This design comes from an exercise in tuning for a short achievable clock period and few clock cycles on the open sky130 flow, not from production work. RTL that was checked went through simulation tests only; none was proved equivalent to the original.

==> flow/design.v <==
module TopLevel(
  input        CLK,
  input        reset,
  input        start,
  output       halt,
  output [7:0] mem_addr,
  output       mem_re,
  output       mem_we,
  output [7:0] mem_wdata,
  input  [7:0] mem_rdata
);
  localparam logic [3:0] K_NONE = 4'd0, K_RLO = 4'd1, K_RHI = 4'd2,
                         K_WLO = 4'd3, K_WHI = 4'd4, K_RPAT = 4'd5,
                         K_RSTR = 4'd6, K_W193 = 4'd7, K_W192 = 4'd8,
                         K_W194 = 4'd9;
  function automatic logic [15:0] encode(input logic [10:0] d);
    logic p1, p2, p4, p8, p16;
    p8  = ^d[10:4];
    p4  = (^d[10:7]) ^ (^d[3:1]);
    p2  = d[10]^d[9]^d[6]^d[5]^d[3]^d[2]^d[0];
    p1  = d[10]^d[8]^d[6]^d[4]^d[3]^d[1]^d[0];
    p16 = ^d ^ p8 ^ p4 ^ p2 ^ p1;
    encode = {d[10:4], p8, d[3:1], p4, d[0], p2, p1, p16};
  endfunction
  function automatic logic [15:0] decode(input logic [15:0] c);
    logic [3:0]  s;
    logic        par, dbl;
    logic [15:0] e;
    logic [10:0] d;
    s = '0;
    for (int k = 1; k < 16; k++)
      if (c[k]) s = s ^ 4'(k);
    par = ^c;
    e = par ? (16'h1 << s) : 16'h0;
    e = c ^ e;
    d = {e[15:9], e[7:5], e[3]};
    dbl = !par && (s != 4'd0);
    if (dbl) begin
      if (s == 4'd11) d = d ^ 11'h030;
      if (s == 4'd13) d = d ^ 11'h090;
      if (s == 4'd14) d = d ^ 11'h0a0;
    end
    decode = {dbl, 4'b0, d};
  endfunction
  function automatic logic [3:0] in_hits(input logic [7:0] b, input logic [4:0] pt);
    logic [3:0] h;
    for (int o = 0; o < 4; o++)
      h[o] = (b[7-o -: 5] == pt);
    in_hits = h;
  endfunction
  function automatic logic [3:0] cross_hits(input logic [7:0] a, input logic [7:0] b, input logic [4:0] pt);
    logic [15:0] w;
    logic [3:0]  h;
    w = {a, b};
    for (int o = 0; o < 4; o++)
      h[o] = (w[11-o -: 5] == pt);
    cross_hits = h;
  endfunction
  function automatic logic [2:0] cnt4(input logic [3:0] h);
    cnt4 = {2'b0, h[0]} + {2'b0, h[1]} + {2'b0, h[2]} + {2'b0, h[3]};
  endfunction
  logic       halt_r;
  logic [1:0] prog_r;           
  logic       re_r, we_r;
  logic [7:0] addr_r, wdata_r;
  logic [3:0] kind_r;
  logic       last_r;           
  logic       nx_re, nx_we, nx_lst;
  logic [7:0] nx_addr;
  logic [3:0] nx_kind;
  logic [5:0] a_step;
  logic [7:0]  lo_r;            
  logic [15:0] raw_r;           
  logic [15:0] proc_r;          
  logic [4:0]  pat_r;           
  logic [7:0]  cur_r;           
  logic        vld_r, first_r, pk_pat;
  logic [7:0]  c1_r;            
  logic [5:0]  c2_r;            
  logic [6:0]  cx_r;            
  wire [1:0]  prog_n = (prog_r == 2'd0) ? 2'd1 : 2'd2;
  logic       t_re, t_we, t_lst;
  logic [7:0] t_addr;
  logic [3:0] t_kind;
  logic [7:0] ib, ob, oi, ot;
  always_comb begin
    t_re = 1'b0; t_we = 1'b0; t_addr = 8'd0; t_kind = K_NONE; t_lst = 1'b0;
    ib = (prog_r == 2'd0) ? 8'd0  : 8'd64;
    ob = (prog_r == 2'd0) ? 8'd30 : 8'd94;
    ot = {2'b0, a_step} - 8'd2;
    oi = {2'b0, ot[7:2]} + 8'd1;
    if (prog_r == 2'd2) begin
      if (a_step <= 6'd32) begin
        t_re = 1'b1; t_addr = 8'd127 + {2'b0, a_step}; t_kind = K_RSTR;
      end else if (a_step == 6'd33) begin
        t_we = 1'b1; t_addr = 8'd193; t_kind = K_W193;
      end else if (a_step == 6'd34) begin
        t_we = 1'b1; t_addr = 8'd192; t_kind = K_W192;
      end else begin
        t_we = 1'b1; t_addr = 8'd194; t_kind = K_W194; t_lst = 1'b1;
      end
    end else if (a_step >= 6'd58) begin
      t_we = 1'b1; t_addr = ob + 8'd28 + {7'b0, a_step[0]}; t_kind = a_step[0] ? K_WHI : K_WLO;
      t_lst = a_step[0];
    end else begin
      case (ot[1:0])
        2'd0: begin t_re = 1'b1; t_addr = ib + {oi[6:0], 1'b0};        t_kind = K_RLO; end
        2'd1: begin t_re = 1'b1; t_addr = ib + {oi[6:0], 1'b0} + 8'd1; t_kind = K_RHI; end
        2'd2: begin t_we = 1'b1; t_addr = ob + {oi[6:0], 1'b0} - 8'd2; t_kind = K_WLO; end
        default: begin t_we = 1'b1; t_addr = ob + {oi[6:0], 1'b0} - 8'd1; t_kind = K_WHI; end
      endcase
    end
  end
  wire [3:0]  hit_in = in_hits(mem_rdata, pat_r);
  wire [3:0]  hit_x  = cross_hits(cur_r, mem_rdata, pat_r);
  wire        hit_any = |hit_in;
  logic [3:0] hin_r, hx_r;
  logic [5:0] c2p1_r;           
  wire [7:0]  c1_n  = c1_r + (vld_r ? {5'b0, cnt4(hin_r)} : 8'd0);
  wire [6:0]  cx_n  = cx_r + ((vld_r && !first_r) ? {4'b0, cnt4(hx_r)} : 7'd0);
  logic [1:0] ip;
  always_comb begin
    if (reset)                    ip = 2'd0;
    else if (halt_r || !last_r)   ip = prog_r;
    else                          ip = prog_n;
  end
  wire [7:0] ip_addr  = (ip == 2'd0) ? 8'd0  : (ip == 2'd1) ? 8'd64 : 8'd160;
  wire [3:0] ip_kind  = (ip == 2'd2) ? K_RPAT : K_RLO;
  wire [7:0] ip_naddr = (ip == 2'd0) ? 8'd1  : (ip == 2'd1) ? 8'd65 : 8'd128;
  wire [3:0] ip_nkind = (ip == 2'd2) ? K_RSTR : K_RHI;
  wire go   = !reset && (halt_r ? start : !last_r);    
  logic [7:0] wdata_n;
  always_comb begin
    case (nx_kind)
      K_WLO:   wdata_n = proc_r[7:0];
      K_WHI:   wdata_n = proc_r[15:8];
      K_W193:  wdata_n = {2'b0, hit_any ? c2p1_r : c2_r};
      K_W192:  wdata_n = c1_n;
      K_W194:  wdata_n = c1_r + {1'b0, cx_r};
      default: wdata_n = 8'h00;
    endcase
  end
  always_ff @(posedge CLK) begin
    halt_r  <= reset || (halt_r ? !start : last_r);
    prog_r  <= reset ? 2'd0 : ip;
    if (go) begin
      re_r    <= nx_re;
      we_r    <= nx_we;
      addr_r  <= nx_addr;
      kind_r  <= nx_kind;
      last_r  <= nx_lst;
      nx_re   <= t_re;
      nx_we   <= t_we;
      nx_addr <= t_addr;
      nx_kind <= t_kind;
      nx_lst  <= t_lst;
      a_step  <= a_step + 6'd1;
    end else begin
      re_r    <= 1'b1;
      we_r    <= 1'b0;
      addr_r  <= ip_addr;
      kind_r  <= ip_kind;
      last_r  <= 1'b0;
      nx_re   <= 1'b1;
      nx_we   <= 1'b0;
      nx_addr <= ip_naddr;
      nx_kind <= ip_nkind;
      nx_lst  <= 1'b0;
      a_step  <= 6'd2;
    end
  end
  always_ff @(posedge CLK) begin
    wdata_r <= wdata_n;
    if (kind_r == K_RLO)  lo_r  <= mem_rdata;
    if (kind_r == K_RHI)  raw_r <= {mem_rdata, lo_r};
    proc_r <= (prog_r == 2'd0) ? encode(raw_r[10:0]) : decode(raw_r);
    if (kind_r == K_RPAT) pat_r <= mem_rdata[4:0];
    if (kind_r == K_RSTR) begin
      cur_r <= mem_rdata;
      hin_r <= hit_in;
      hx_r  <= hit_x;
    end
    pk_pat  <= (kind_r == K_RPAT);
    vld_r   <= (kind_r == K_RSTR);
    first_r <= (kind_r == K_RSTR) && pk_pat;
    if (kind_r == K_RPAT) begin
      c1_r <= '0; c2_r <= '0; c2p1_r <= 6'd1; cx_r <= '0;
    end else begin
      c1_r <= c1_n; cx_r <= cx_n;
      if (kind_r == K_RSTR && hit_any) begin
        c2_r <= c2p1_r; c2p1_r <= c2p1_r + 6'd1;
      end
    end
  end
  assign halt      = halt_r;
  assign mem_addr  = addr_r;
  assign mem_re    = re_r;
  assign mem_we    = we_r;
  assign mem_wdata = wdata_r;
endmodule
export LEC_CHECK = 0
export ABC_CLOCK_PERIOD_IN_PS = 2000
export CAP_MARGIN = 40
export CORE_MARGIN = 2
export CORE_UTILIZATION = 25
export SETUP_SLACK_MARGIN = 5
export SLEW_MARGIN = 40
export SYNTH_MEMORY_MAX_BITS = 16384
create_clock -name core_clock -period 10.0 [get_ports {CLK}]
standard.sh (not shown) runs the stock make flow with config.mk's settings and CLKGATE_MAP_FILE= SYNTH_SCRIPT=/design/flow/synth_recipe.tcl, a recipe that flattens the netlist after the stock synthesis.
==> flow/flow/run.sh <==
#!/bin/bash
# Standard ORFS layout, with timing repair aimed well below the 10 ns
# constraint (the clock period and I/O constraints are unchanged) and port
# buffers that are plain buffers. Each tool's output goes to its own log.
set -euo pipefail
bash standard.sh \
  SETUP_SLACK_MARGIN=7.3 \
  MATCH_CELL_FOOTPRINT=0 \
  "BUFFER_PORTS_ARGS=-buffer_cell sky130_fd_sc_hd__buf_4" \
  finish > make_finish.log 2>&1
Testbench counts at the start, summed over its fixed seeds: cycles 5,024.
Then changed:
--- a/flow/design.v
+++ b/flow/design.v
@@ -112,13 +112,14 @@
     end
   end
   wire [3:0]  hit_in = in_hits(mem_rdata, pat_r);
   wire [3:0]  hit_x  = cross_hits(cur_r, mem_rdata, pat_r);
   wire        hit_any = |hit_in;
   logic [3:0] hin_r, hx_r;
-  logic [5:0] c2p1_r;           
+  logic       hany_r;           
+  logic [5:0] c2p1_r, c2p2_r;   
   wire [7:0]  c1_n  = c1_r + (vld_r ? {5'b0, cnt4(hin_r)} : 8'd0);
   wire [6:0]  cx_n  = cx_r + ((vld_r && !first_r) ? {4'b0, cnt4(hx_r)} : 7'd0);
   logic [1:0] ip;
   always_comb begin
     if (reset)                    ip = 2'd0;
     else if (halt_r || !last_r)   ip = prog_r;
@@ -131,13 +132,14 @@
   wire go   = !reset && (halt_r ? start : !last_r);    
   logic [7:0] wdata_n;
   always_comb begin
     case (nx_kind)
       K_WLO:   wdata_n = proc_r[7:0];
       K_WHI:   wdata_n = proc_r[15:8];
-      K_W193:  wdata_n = {2'b0, hit_any ? c2p1_r : c2_r};
+      K_W193:  wdata_n = {2'b0, hit_any ? (hany_r ? c2p2_r : c2p1_r)
+                                        : (hany_r ? c2p1_r : c2_r)};
       K_W192:  wdata_n = c1_n;
       K_W194:  wdata_n = c1_r + {1'b0, cx_r};
       default: wdata_n = 8'h00;
     endcase
   end
   always_ff @(posedge CLK) begin
@@ -176,22 +178,23 @@
     proc_r <= (prog_r == 2'd0) ? encode(raw_r[10:0]) : decode(raw_r);
     if (kind_r == K_RPAT) pat_r <= mem_rdata[4:0];
     if (kind_r == K_RSTR) begin
       cur_r <= mem_rdata;
       hin_r <= hit_in;
       hx_r  <= hit_x;
+      hany_r <= hit_any;
     end
     pk_pat  <= (kind_r == K_RPAT);
     vld_r   <= (kind_r == K_RSTR);
     first_r <= (kind_r == K_RSTR) && pk_pat;
     if (kind_r == K_RPAT) begin
-      c1_r <= '0; c2_r <= '0; c2p1_r <= 6'd1; cx_r <= '0;
+      c1_r <= '0; c2_r <= '0; c2p1_r <= 6'd1; c2p2_r <= 6'd2; cx_r <= '0;
     end else begin
       c1_r <= c1_n; cx_r <= cx_n;
-      if (kind_r == K_RSTR && hit_any) begin
-        c2_r <= c2p1_r; c2p1_r <= c2p1_r + 6'd1;
+      if (vld_r && hany_r) begin
+        c2_r <= c2p1_r; c2p1_r <= c2p2_r; c2p2_r <= c2p2_r + 6'd1;
       end
     end
   end
   assign halt      = halt_r;
   assign mem_addr  = addr_r;
   assign mem_re    = re_r;
Outcome:
- The new run completed without violations
- die area grows by 5.2%
- wire length drops by 1.1%
- core utilization goes down by 1.4 points
- clock-buffer cell count stays the same
- global-route usage shrinks by 0.26 points
- via count grows by 4.5%
The RTL of the second run of this note was laid out without a check of its function.

-- re-timing with driven ports --
How much do the figures lean on ideal ports? The routed layouts below were timed once more, with nothing changed but the port constraints.
Step 1 assumes that a clkbuf_16 drives the clock port and a buf_2 every other input.
Step 2 times the ports against the registers' clock, not the clock port: input delays grow and output delays shrink by t, the midpoint of the rising clock arrivals with the driver on.
Three values: ideal, step 1, step 2; two values: the first two.
run | t (ns) | setup WS [ns] | hold slack, ns | latest minus earliest clock arrival (ns) | slew at the worst register clock pin (ns)
the first run | 0.461 | 6.884 / 6.881 / 6.421 | 0.409 / 0.409 / 0.409 | 0.019 / 0.019 | 0.07 / 0.07
the second run | 0.465 | 6.908 / 6.903 / 6.439 | 0.414 / 0.414 / 0.414 | 0.013 / 0.013 | 0.07 / 0.07
After both steps setup and hold are still met in every run listed. The setup slack of the second run, which loses most, moves by -0.005 ns with the drivers and by -0.469 ns with both steps.
